This is an optimization exercise on Yosys and OpenROAD, whose aim is small area, not a production implementation. RTL that was checked went through simulation tests only; none was proved equivalent to the original. Power is estimated from default activity; no workload was simulated.

Setup of fjord:
==> flow/design.v <==
module cfg_test_top(
    input             clk ,
    input             rstn ,
    input      [31:0] addr ,
    input      [31:0] wdata ,
    output reg [31:0] rdata ,
    output            rdata_vld ,
    input             wr ,
    input             rd
);
wire [5:0] a = addr[5:0];
function [31:0] inc32b(input [31:0] q, input ci);
    integer i, k;
    reg     c, bc;
    begin
        bc = ci;
        for (k = 0; k < 8; k = k + 1) begin
            c = bc;
            for (i = 4 * k; i < 4 * k + 4; i = i + 1) begin
                inc32b[i] = q[i] ^ c;
                c         = c & q[i];
            end
            bc = bc & (&q[4 * k +: 4]);
        end
    end
endfunction
reg        rd_count_mode;
reg        sample_mode;
reg [31:0] r02, r03, r04, r10, r11, r12, r13, r14;
always @(posedge clk) begin
    if (!rstn) begin
        rd_count_mode <= 1'b0;
        sample_mode   <= 1'b0;
        r02 <= 32'd0;
        r03 <= 32'd0;
        r04 <= 32'd0;
        r10 <= 32'd0;
        r11 <= 32'd0;
        r12 <= 32'd0;
        r13 <= 32'd0;
        r14 <= 32'd0;
    end else if (wr) begin
        case (a)
            6'h00: rd_count_mode <= wdata[0];
            6'h01: sample_mode   <= wdata[0];
            6'h02: r02 <= wdata;
            6'h03: r03 <= wdata;
            6'h04: r04 <= wdata;
            6'h10: r10 <= wdata;
            6'h11: r11 <= wdata;
            6'h12: r12 <= wdata;
            6'h13: r13 <= wdata;
            6'h14: r14 <= wdata;
            default: ;
        endcase
    end
end
reg        rst_d;
always @(posedge clk)
    rst_d <= ~rstn;
reg  [6:0]  ul;
reg  [11:0] uh;
reg         s_prev;
wire        uh_fb = uh[11] ^ uh[5] ^ uh[3] ^ uh[0] ^ (uh[10:0] == 11'd0);
wire        s = |uh | (ul[6:5] == 2'b11 & |ul[4:2]);
always @(posedge clk) begin
    if (!rstn) begin
        ul <= 7'd0;
        uh <= 12'd0;
    end else begin
        ul <= ul + 7'd1;
        if (&ul)
            uh <= {uh[10:0], uh_fb};
    end
    s_prev <= s;
end
wire e = s & ~s_prev;
reg  [31:0] acc;
wire        is23 = (a == 6'h23);
wire [31:0] acc_inc = inc32b(acc, sample_mode ? s : e);
always @(posedge clk) begin
    if (!rstn)
        acc <= 32'd0;
    else if (wr && is23)
        acc <= wdata;
    else if (rd && is23 && !rd_count_mode)
        acc <= 32'd0;
    else
        acc <= acc_inc;
end
reg  [5:0] ar;
reg  [31:0] x;
wire [31:0] p1 = (ar == 6'h02) ? x : r02;
always @(posedge clk)
    x <= inc32b(a[0] ? acc : (a[5] ? p1 : r02), a[0] ? (sample_mode & s) : a[5]);
reg        v1, v2;
always @(posedge clk) begin
    ar <= {a[5:1], a[0] | (rst_d & a[5] & ~a[1])};
    v1 <= rd;
    v2 <= v1;
end
assign rdata_vld = v2;
always @(posedge clk) begin
    case (ar)
        6'h00: rdata <= {31'd0, rd_count_mode};
        6'h01: rdata <= {31'd0, sample_mode};
        6'h02: rdata <= r02;
        6'h03: rdata <= r03;
        6'h04: rdata <= r04;
        6'h10: rdata <= r10;
        6'h11: rdata <= r11;
        6'h12: rdata <= r12;
        6'h13: rdata <= r13;
        6'h14: rdata <= r14;
        6'h20: rdata <= x;
        6'h21: rdata <= 32'h1;
        6'h22: rdata <= 32'h0;
        6'h23: rdata <= x;
        default: rdata <= 32'hF0F0F0F0;
    endcase
end
endmodule
export LEC_CHECK = 0
export CAP_MARGIN = 0
export CORE_MARGIN = 2
export CORE_UTILIZATION = 70
export CTS_BUF_LIST = sky130_fd_sc_hd__clkbuf_16
export CTS_CLUSTER_DIAMETER = 100
export CTS_CLUSTER_SIZE = 30
export SLEW_MARGIN = 0
create_clock -name core_clock -period 5.0 [get_ports {clk}]
standard.sh (not shown) runs the stock make flow with config.mk's settings and CLKGATE_MAP_FILE= SYNTH_SCRIPT=/design/flow/synth_recipe.tcl, a recipe that flattens the netlist after the stock synthesis.
==> flow/flow/run.sh <==
#!/bin/bash
set -euo pipefail
work=$(pwd)
rm -rf "$work/scripts"
mkdir -p "$work/scripts"
cp -r "$FLOW_HOME/scripts/." "$work/scripts/"
cp "$work/flow/abc.script" "$work/scripts/abc_speed.script"
export SCRIPTS_DIR="$work/scripts"
export BUFFER_PORTS_ARGS="-buffer_cell sky130_fd_sc_hd__buf_1"
bash standard.sh > "$work/orfs_make.log" 2>&1
==> flow/flow/abc.script <==
&get -n
&st
&syn4
&dch
&nf -a -R 1000
&put
fjord closes out successfully: all stages finished, all timing, DRC and antenna checks passed.
Inputs modified between fjord and delta:
--- a/flow/config.mk
+++ b/flow/config.mk
@@ -9,6 +9,6 @@
 export CORE_MARGIN = 2
 export CORE_UTILIZATION = 70
-export CTS_BUF_LIST = sky130_fd_sc_hd__clkbuf_16
+export CTS_BUF_LIST = sky130_fd_sc_hd__clkbuf_8
 export CTS_CLUSTER_DIAMETER = 100
-export CTS_CLUSTER_SIZE = 30
+export CTS_CLUSTER_SIZE = 16
 export SLEW_MARGIN = 0
Notes after the runs:
When delta is measured against fjord, its final cell count turns out 10 higher.
On first-pass GRT wire length, the lower figure sits with fjord, not delta.
Summary of delta over fjord: number of input and output port buffers inserted barely changed; area growth from synthesis to layout dropped 0.43 points.
Here is what was changed in the inputs of nickel compared with delta.
--- a/flow/config.mk
+++ b/flow/config.mk
@@ -9,6 +9,6 @@
 export CORE_MARGIN = 2
 export CORE_UTILIZATION = 70
-export CTS_BUF_LIST = sky130_fd_sc_hd__clkbuf_8
+export CTS_BUF_LIST = sky130_fd_sc_hd__clkbuf_4
 export CTS_CLUSTER_DIAMETER = 100
-export CTS_CLUSTER_SIZE = 16
+export CTS_CLUSTER_SIZE = 9
 export SLEW_MARGIN = 0
Summary of nickel over delta: routed length on met3 rose 330 um, worst setup slack rose 14 ps, clock-buffer cell count rose 22, utilization about even.
Combinational cell fraction of total power: delta vs nickel — no meaningful difference
In terms of slack of the worst reg-to-reg path, nickel and delta differ only marginally.
Summary of nickel over delta: internal power went up 0.51%; via density per instance roughly the same; required time of the critical path up 120 ps.


== run A ==
cfg_test_top, a different RTL version from the one above (not shown whole).
Size: about 1300 cells after synthesis, ~380 flip-flops, about 100 I/O pins, about 14000 um2 of cells after synthesis.
// cfg_test_top
module cfg_test_top(
    input             clk ,
    input             rstn ,
    input      [31:0] addr ,
    input      [31:0] wdata ,
    output reg [31:0] rdata ,
    output            rdata_vld ,
    input             wr ,
    input             rd
);
clock: 5.0 ns
lec_check: 0
cap_margin: 20
core_margin: 2
core_utilization: 70
cts_buf_list: sky130_fd_sc_hd__clkbuf_8
cts_cluster_diameter: 100
cts_cluster_size: 16
gpl_timing_driven: 0
slew_margin: 20
Scripts as last shown in full above: flow/flow/run.sh, flow/flow/abc.script
The final layout from run A, which completed every stage, passed the timing, DRC and antenna checks at the end of the flow.
[inputs] run B vs run A
# run A
export LEC_CHECK = 0
export CAP_MARGIN = 20
export CORE_MARGIN = 2
export CORE_UTILIZATION = 70
export CTS_BUF_LIST = sky130_fd_sc_hd__clkbuf_8
export CTS_CLUSTER_DIAMETER = 100
export CTS_CLUSTER_SIZE = 16
export GPL_TIMING_DRIVEN = 0
export SLEW_MARGIN = 20
create_clock -name core_clock -period 5.0 [get_ports {clk}]
# run B
export LEC_CHECK = 0
export CAP_MARGIN = 20
export CORE_MARGIN = 2
export CORE_UTILIZATION = 70
export CTS_BUF_LIST = sky130_fd_sc_hd__clkbuf_8
export CTS_CLUSTER_DIAMETER = 100
export CTS_CLUSTER_SIZE = 17
export SLEW_MARGIN = 20
create_clock -name core_clock -period 5.0 [get_ports {clk}]
==> comparison <==
- Going from run A to run B, worst slack on hold paths shows a reduction of 0.0055 ns, sequential share of layout area grew by 1.5 points.
- Comparing run B against run A, there is no change at all in synthesized cell count.
- Run B — shortest clock period the worst path allows after layout 0.17 ns lower, run A as reference
- Diff run A -> run B | via count of the first global-routing pass | down by a few percent
- Compared with run A, count of cells along the worst register-to-register path in run B decreased by a few percent.
> inputs changed (run B -> run C)
# run B
export LEC_CHECK = 0
export CAP_MARGIN = 20
export CORE_MARGIN = 2
export CORE_UTILIZATION = 70
export CTS_BUF_LIST = sky130_fd_sc_hd__clkbuf_8
export CTS_CLUSTER_DIAMETER = 100
export CTS_CLUSTER_SIZE = 17
export SLEW_MARGIN = 20
create_clock -name core_clock -period 5.0 [get_ports {clk}]
# run C
export LEC_CHECK = 0
export CAP_MARGIN = 0
export CORE_MARGIN = 2
export CORE_UTILIZATION = 70
export CTS_BUF_LIST = sky130_fd_sc_hd__clkbuf_8
export CTS_CLUSTER_DIAMETER = 100
export CTS_CLUSTER_SIZE = 16
export SLEW_MARGIN = 0
create_clock -name core_clock -period 5.0 [get_ports {clk}]
==> comparison <==
Met2 layer wire length in the routed design: run C vs run B, no meaningful difference. As of run C, routed metal-1 wirelength had risen slightly compared to run B. Run C supports a higher top clock frequency than run B. Diff run C..run B | register bit count reported by yosys | negligible. Run B and run C ended up with nearly the same via count. Relative to run B, the clock skew of run C is lower by 0.028 ns. The higher proportion of power drawn by flip-flops and latches came out of run C. Global-route met1 utilization ended up 0.84 points lower on run C than on run B. Going from run B to run C, total power shrank slightly. | instance count after placement with tap cells included | run C vs run B | ≈ equal |. Looking at non-clock buffer count, run C sits 4 lower than run B does.
Edits applied to the flow inputs when going from run C to run D:
# run C
export LEC_CHECK = 0
export CAP_MARGIN = 0
export CORE_MARGIN = 2
export CORE_UTILIZATION = 70
export CTS_BUF_LIST = sky130_fd_sc_hd__clkbuf_8
export CTS_CLUSTER_DIAMETER = 100
export CTS_CLUSTER_SIZE = 16
export SLEW_MARGIN = 0
create_clock -name core_clock -period 5.0 [get_ports {clk}]
# run D
export LEC_CHECK = 0
export CAP_MARGIN = 20
export CORE_MARGIN = 2
export CORE_UTILIZATION = 70
export CTS_BUF_LIST = sky130_fd_sc_hd__clkbuf_8
export CTS_CLUSTER_DIAMETER = 100
export CTS_CLUSTER_SIZE = 16
export SLEW_MARGIN = 20
create_clock -name core_clock -period 5.0 [get_ports {clk}]
-- flow/flow/run.sh --
<<< run C, line 8
export SCRIPTS_DIR="$work/scripts"
export BUFFER_PORTS_ARGS="-buffer_cell sky130_fd_sc_hd__buf_1"
bash standard.sh > "$work/orfs_make.log" 2>&1
>>> run D, line 8
export SCRIPTS_DIR="$work/scripts"
export BUFFER_PORTS_ARGS="-buffer_cell sky130_fd_sc_hd__buf_1"
export DONT_USE_CELLS="sky130_fd_sc_hd__buf_8 sky130_fd_sc_hd__buf_12 sky130_fd_sc_hd__buf_16"
bash standard.sh > "$work/orfs_make.log" 2>&1
==> comparison <==
Run D reached the end of the flow, and the finished layout is clean on the timing, DRC and antenna checks. Having completed the whole flow, run C delivered a layout that passed the timing, DRC and antenna checks. Per the comparison of run D with run C, detail-routed via count per cell moved down, sequential cell area share moved down, wire length of the first global-routing pass level, critical path depth level. Run comparison: run D critical path launch point ar[2]$_DFF_P_; run C critical path launch point ar[3]$_DFF_P_.


Another version of the RTL of cfg_test_top (not shown whole).
For scale: about 380 flip-flops, roughly 100 I/O pins.
==> flow/config.mk <==
export PLATFORM = sky130hd
export DESIGN_NAME = cfg_test_top
export DESIGN_NICKNAME = cfg_test_top
export VERILOG_FILES = /design/flow/design.v
export SDC_FILE = /design/flow/constraint.sdc
export NUM_CORES = 4
export LEC_CHECK = 0
export CAP_MARGIN = 0
export CORE_MARGIN = 2
export CORE_UTILIZATION = 70
export CTS_BUF_LIST = sky130_fd_sc_hd__clkbuf_8
export CTS_CLUSTER_DIAMETER = 100
export CTS_CLUSTER_SIZE = 16
export PLACE_DENSITY = 0.75
export SLEW_MARGIN = 0
export SYNTH_HIERARCHICAL = 1
==> flow/constraint.sdc <==
create_clock -name core_clock -period 5.0 [get_ports {clk}]
set_input_delay 1.0000 -clock core_clock [delete_from_list [all_inputs] [get_ports {clk}]]
set_output_delay 1.0000 -clock core_clock [all_outputs]
set_load 0.01 [all_outputs]
==> flow/flow/run.sh <==
#!/bin/bash
set -euo pipefail
work=$(pwd)
rm -rf "$work/scripts"
mkdir -p "$work/scripts"
cp -r "$FLOW_HOME/scripts/." "$work/scripts/"
cp "$work/flow/abc.script" "$work/scripts/abc_speed.script"
export SCRIPTS_DIR="$work/scripts"
export BUFFER_PORTS_ARGS="-buffer_cell sky130_fd_sc_hd__buf_1"
bash standard.sh > "$work/orfs_make.log" 2>&1
Scripts as last shown in full above: flow/flow/abc.script
The starting point produced a clean layout.
Edit:
- PLACE_DENSITY: 0.75 -> not set
The new run finished with timing, DRC and antenna clean.
Sequential cell count does not change.
Total power is unchanged.
Via count stays the same.
Clock-buffer cell count stays the same.
Cell count stays the same.
Cell area is unchanged.
First-iteration DRC count does not change.
Routed wire length is unchanged.
Fmax stays the same.
Critical path depth stays the same.
Non-clock buffer count stays the same.


Another version of the RTL of cfg_test_top (not shown whole).
For scale: about 100 I/O pins, about 14000 um^2 of cells after synthesis.
clock: 5.0 ns
lec_check: 0
cap_margin: 0
core_margin: 2
core_utilization: 40
cts_buf_list: sky130_fd_sc_hd__clkbuf_8
cts_cluster_diameter: 60
cts_cluster_size: 14
slew_margin: 0
==> flow/flow/abc.script <==
&get -n
&st
&syn2
&dch
&nf -a -R 1000
&put
Scripts as last shown in full above: flow/flow/run.sh
The baseline finished with timing, DRC and antenna clean.
Edit:
CORE_UTILIZATION = 75   (was 40)
CTS_CLUSTER_DIAMETER = 100   (was 60)
CTS_CLUSTER_SIZE = 18   (was 14)
- via count increases by a few percent
- die area decreases by well over a third
- final area decreases by a few percent
- power decreases by a little under a tenth
- global-route usage increases by 15 points
- setup slack degrades by 230 ps
- cell count decreases by about a fifth
- routed wire length decreases by a few percent
- register-to-register slack degrades by 210 ps
No functional check of the RTL was part of any run of this note.


Another version of the RTL of cfg_test_top (not shown whole).
For scale: roughly 1200 cells after synthesis, ~420 flip-flops.
// cfg_test_top
module cfg_test_top(
    input             clk ,
    input             rstn ,
    input      [31:0] addr ,
    input      [31:0] wdata ,
    output reg [31:0] rdata ,
    output            rdata_vld ,
    input             wr ,
    input             rd
);
wire [5:0] a = addr[5:0];
reg        rd_count_mode;
reg        sample_mode;
reg [31:0] r02, r03, r04, r10, r11, r12, r13, r14;
wire [31:0] wd = wdata & {32{rstn}};
wire        ld = wr | ~rstn;
always @(posedge clk) begin
    if (ld && (!rstn || a == 6'h00)) rd_count_mode <= wd[0];
    if (ld && (!rstn || a == 6'h01)) sample_mode   <= wd[0];
    if (ld && (!rstn || a == 6'h02)) r02 <= wd;
    if (ld && (!rstn || a == 6'h03)) r03 <= wd;
    if (ld && (!rstn || a == 6'h04)) r04 <= wd;
    if (ld && (!rstn || a == 6'h10)) r10 <= wd;
    if (ld && (!rstn || a == 6'h11)) r11 <= wd;
    if (ld && (!rstn || a == 6'h12)) r12 <= wd;
    if (ld && (!rstn || a == 6'h13)) r13 <= wd;
    if (ld && (!rstn || a == 6'h14)) r14 <= wd;
end
reg [31:0] p1;
reg        rst_d;
always @(posedge clk) begin
    p1    <= r02;
    rst_d <= ~rstn;
end
reg  [18:0] up;
reg         s_prev;
wire        s = |up[18:7] | (up[6:5] == 2'b11 & |up[4:2]);    
always @(posedge clk) begin
    up     <= rstn ? up + 19'd1 : 19'd0;
    s_prev <= s;
end
wire e = s & ~s_prev;
reg  [31:0] acc;
wire        is23 = (a == 6'h23);
wire [31:0] acc_inc = acc + {31'd0, sample_mode ? s : e};
always @(posedge clk) begin
    if (!rstn || (wr && is23))
        acc <= wd;
    else if (rd && is23 && !rd_count_mode)
        acc <= 32'd0;
    else
        acc <= acc_inc;
end
reg  [31:0] x;
always @(posedge clk)
    x <= (a[0] ? acc : p1) + {31'd0, a[0] ? (sample_mode & s) : 1'b1};
reg  [5:0] ar;
reg        v1, v2;
always @(posedge clk) begin
    ar <= {a[5:1], a[0] | (rst_d & a[5] & ~a[1])};
    v1 <= rd;
    v2 <= v1;
end
assign rdata_vld = v2;
always @(posedge clk) begin
    case (ar)
        6'h00: rdata <= {31'd0, rd_count_mode};
        6'h01: rdata <= {31'd0, sample_mode};
        6'h02: rdata <= r02;
        6'h03: rdata <= r03;
        6'h04: rdata <= r04;
        6'h10: rdata <= r10;
        6'h11: rdata <= r11;
        6'h12: rdata <= r12;
        6'h13: rdata <= r13;
        6'h14: rdata <= r14;
        6'h20: rdata <= x;
        6'h21: rdata <= 32'h1;
        6'h22: rdata <= 32'h0;
        6'h23: rdata <= x;
  ...
export LEC_CHECK = 0
export CAP_MARGIN = 20
export CORE_MARGIN = 2
export CORE_UTILIZATION = 40
export CTS_BUF_LIST = sky130_fd_sc_hd__clkbuf_4
export CTS_CLUSTER_DIAMETER = 50
export CTS_CLUSTER_SIZE = 8
export SLEW_MARGIN = 20
create_clock -name core_clock -period 5.0 [get_ports {clk}]
run.sh (not shown) runs the stock make flow with config.mk's settings and CLKGATE_MAP_FILE= SYNTH_SCRIPT=/design/flow/synth_recipe.tcl, a recipe that flattens the netlist after the stock synthesis.
Stock flow here: none of the scripts above is used.
Change:
==> flow/flow/run.sh (new file) <==
#!/bin/bash
set -euo pipefail
work=$(pwd)
rm -rf "$work/scripts"
mkdir -p "$work/scripts"
cp -r "$FLOW_HOME/scripts/." "$work/scripts/"
cp "$work/flow/abc.script" "$work/scripts/abc_speed.script"
export SCRIPTS_DIR="$work/scripts"
export BUFFER_PORTS_ARGS="-buffer_cell sky130_fd_sc_hd__buf_1"
bash standard.sh > "$work/orfs_make.log" 2>&1
==> flow/flow/abc.script (new file) <==
&get -n
&st
&syn2
&dch
&nf -a -R 1000
&put
==> flow/standard.sh (new file) <==
#!/bin/bash
# synth_recipe.tcl (not shown) runs the flow's synth.tcl, then flattens the netlist and writes it again
# the make line also repeats each setting of config.mk as NAME=value (left out here)
make -C /OpenROAD-flow-scripts/flow DESIGN_CONFIG=/design/flow/config.mk WORK_HOME=/design/flow/orfs CLKGATE_MAP_FILE= SYNTH_SCRIPT=/design/flow/synth_recipe.tcl "${@:-finish}"
--- a/flow/config.mk
+++ b/flow/config.mk
@@ -9,6 +9,6 @@
 export CORE_MARGIN = 2
 export CORE_UTILIZATION = 40
-export CTS_BUF_LIST = sky130_fd_sc_hd__clkbuf_4
-export CTS_CLUSTER_DIAMETER = 50
-export CTS_CLUSTER_SIZE = 8
+export CTS_BUF_LIST = sky130_fd_sc_hd__clkbuf_8
+export CTS_CLUSTER_DIAMETER = 60
+export CTS_CLUSTER_SIZE = 14
 export SLEW_MARGIN = 20
removed: flow/run.sh
The changed run passed the timing, DRC and antenna checks.
Final area drops by 7.8%.
Setup slack loses 1.1 ns.
Utilization drops by 0.81 points.
Change:
--- a/flow/config.mk
+++ b/flow/config.mk
@@ -6,9 +6,10 @@
 export NUM_CORES = 4
 export LEC_CHECK = 0
-export CAP_MARGIN = 20
+export CAP_MARGIN = 5
 export CORE_MARGIN = 2
-export CORE_UTILIZATION = 40
+export CORE_UTILIZATION = 65
 export CTS_BUF_LIST = sky130_fd_sc_hd__clkbuf_8
 export CTS_CLUSTER_DIAMETER = 60
 export CTS_CLUSTER_SIZE = 14
-export SLEW_MARGIN = 20
+export GPL_TIMING_DRIVEN = 0
+export SLEW_MARGIN = 5
Total power went down slightly. Wire length shrinks by a few percent. Synthesized cell count is unchanged.
Change:
--- a/flow/config.mk
+++ b/flow/config.mk
@@ -6,5 +6,5 @@
 export NUM_CORES = 4
 export LEC_CHECK = 0
-export CAP_MARGIN = 5
+export CAP_MARGIN = 20
 export CORE_MARGIN = 2
 export CORE_UTILIZATION = 65
@@ -13,3 +13,3 @@
 export CTS_CLUSTER_SIZE = 14
 export GPL_TIMING_DRIVEN = 0
-export SLEW_MARGIN = 5
+export SLEW_MARGIN = 20
The changed run passed the timing, DRC and antenna checks.
Setup slack degrades by 0.0057 ns.
Power goes up by 1.0%.
Hold slack improves by 0.017 ns.
Area after synthesis does not change.
Wire length goes up by 0.61%.

static timing again, ports no longer ideal:
How much do the figures lean on ideal ports? The routed layouts below were timed once more, with nothing changed but the port constraints.
Step 1 sets driving cells, clkbuf_16 on the clock port and buf_2 on the other inputs (assumed; they add their load-dependent delay and slew).
Step 2 also shifts input and output timing later by t, the mid clock arrival at the registers, as if the neighbouring blocks saw the same clock.
Three values: no drivers, after step 1, after step 2; two values: the first two.
| run | shift t [ns] | setup WS [ns] | worst hold slack (ns) | latest minus earliest clock arrival (ns) | worst data-port slew with drivers (ns) |
|---|---|---|---|---|---|
| fjord | 0.562 | 0.454 / 0.454 / 0.242 | 0.337 / 0.337 / 0.337 | 0.020 / 0.020 | 0.07 |
| delta | 0.632 | 0.489 / 0.489 / 0.290 | 0.336 / 0.336 / 0.336 | 0.019 / 0.020 | 0.07 |
| nickel | 0.733 | 0.502 / 0.502 / 0.320 | 0.336 / 0.336 / 0.336 | 0.036 / 0.036 | 0.07 |
| run A | 0.645 | 0.228 / 0.228 / -0.252 | 0.348 / 0.348 / 0.348 | 0.018 / 0.019 | 0.07 |
| run B | 0.635 | 0.395 / 0.395 / 0.086 | 0.342 / 0.342 / 0.342 | 0.046 / 0.046 | 0.08 |
| run C | 0.633 | 0.423 / 0.423 / 0.072 | 0.347 / 0.347 / 0.347 | 0.016 / 0.017 | 0.08 |
| run D | 0.632 | 0.415 / 0.415 / 0.043 | 0.343 / 0.343 / 0.343 | 0.032 / 0.032 | 0.08 |
| the first run of note 3 | 0.625 | 0.960 / 0.960 / 0.615 | 0.331 / 0.331 / 0.331 | 0.011 / 0.011 | 0.06 |
| the second run of note 3 | 0.625 | 0.960 / 0.960 / 0.615 | 0.331 / 0.331 / 0.331 | 0.011 / 0.011 | 0.06 |
| the first run of note 4 | 0.605 | 0.814 / 0.803 / 0.198 | 0.334 / 0.334 / 0.334 | 0.024 / 0.023 | 0.06 |
| the second run of note 4 | 0.615 | 0.579 / 0.601 / -0.014 | 0.349 / 0.349 / 0.349 | 0.032 / 0.033 | 0.04 |
| the first run of note 5 | 0.794 | 2.035 / 1.997 / 1.203 | 0.336 / 0.336 / 0.336 | 0.043 / 0.043 | 0.07 |
| the second run of note 5 | 0.616 | 0.925 / 0.926 / 0.310 | 0.329 / 0.329 / 0.329 | 0.036 / 0.036 | 0.06 |
| the third run of note 5 | 0.587 | 0.347 / 0.365 / -0.223 | 0.334 / 0.334 / 0.334 | 0.027 / 0.027 | 0.04 |
| the fourth run of note 5 | 0.583 | 0.341 / 0.362 / -0.221 | 0.351 / 0.351 / 0.351 | 0.027 / 0.027 | 0.03 |
Met with ideal ports but missed after step 2: setup timing in run A, the second run of note 4, the third run of note 5 and the fourth run of note 5. For the first run of note 5, which loses most, drivers alone change the setup slack by -0.038 ns; drivers and shift together by -0.832 ns.
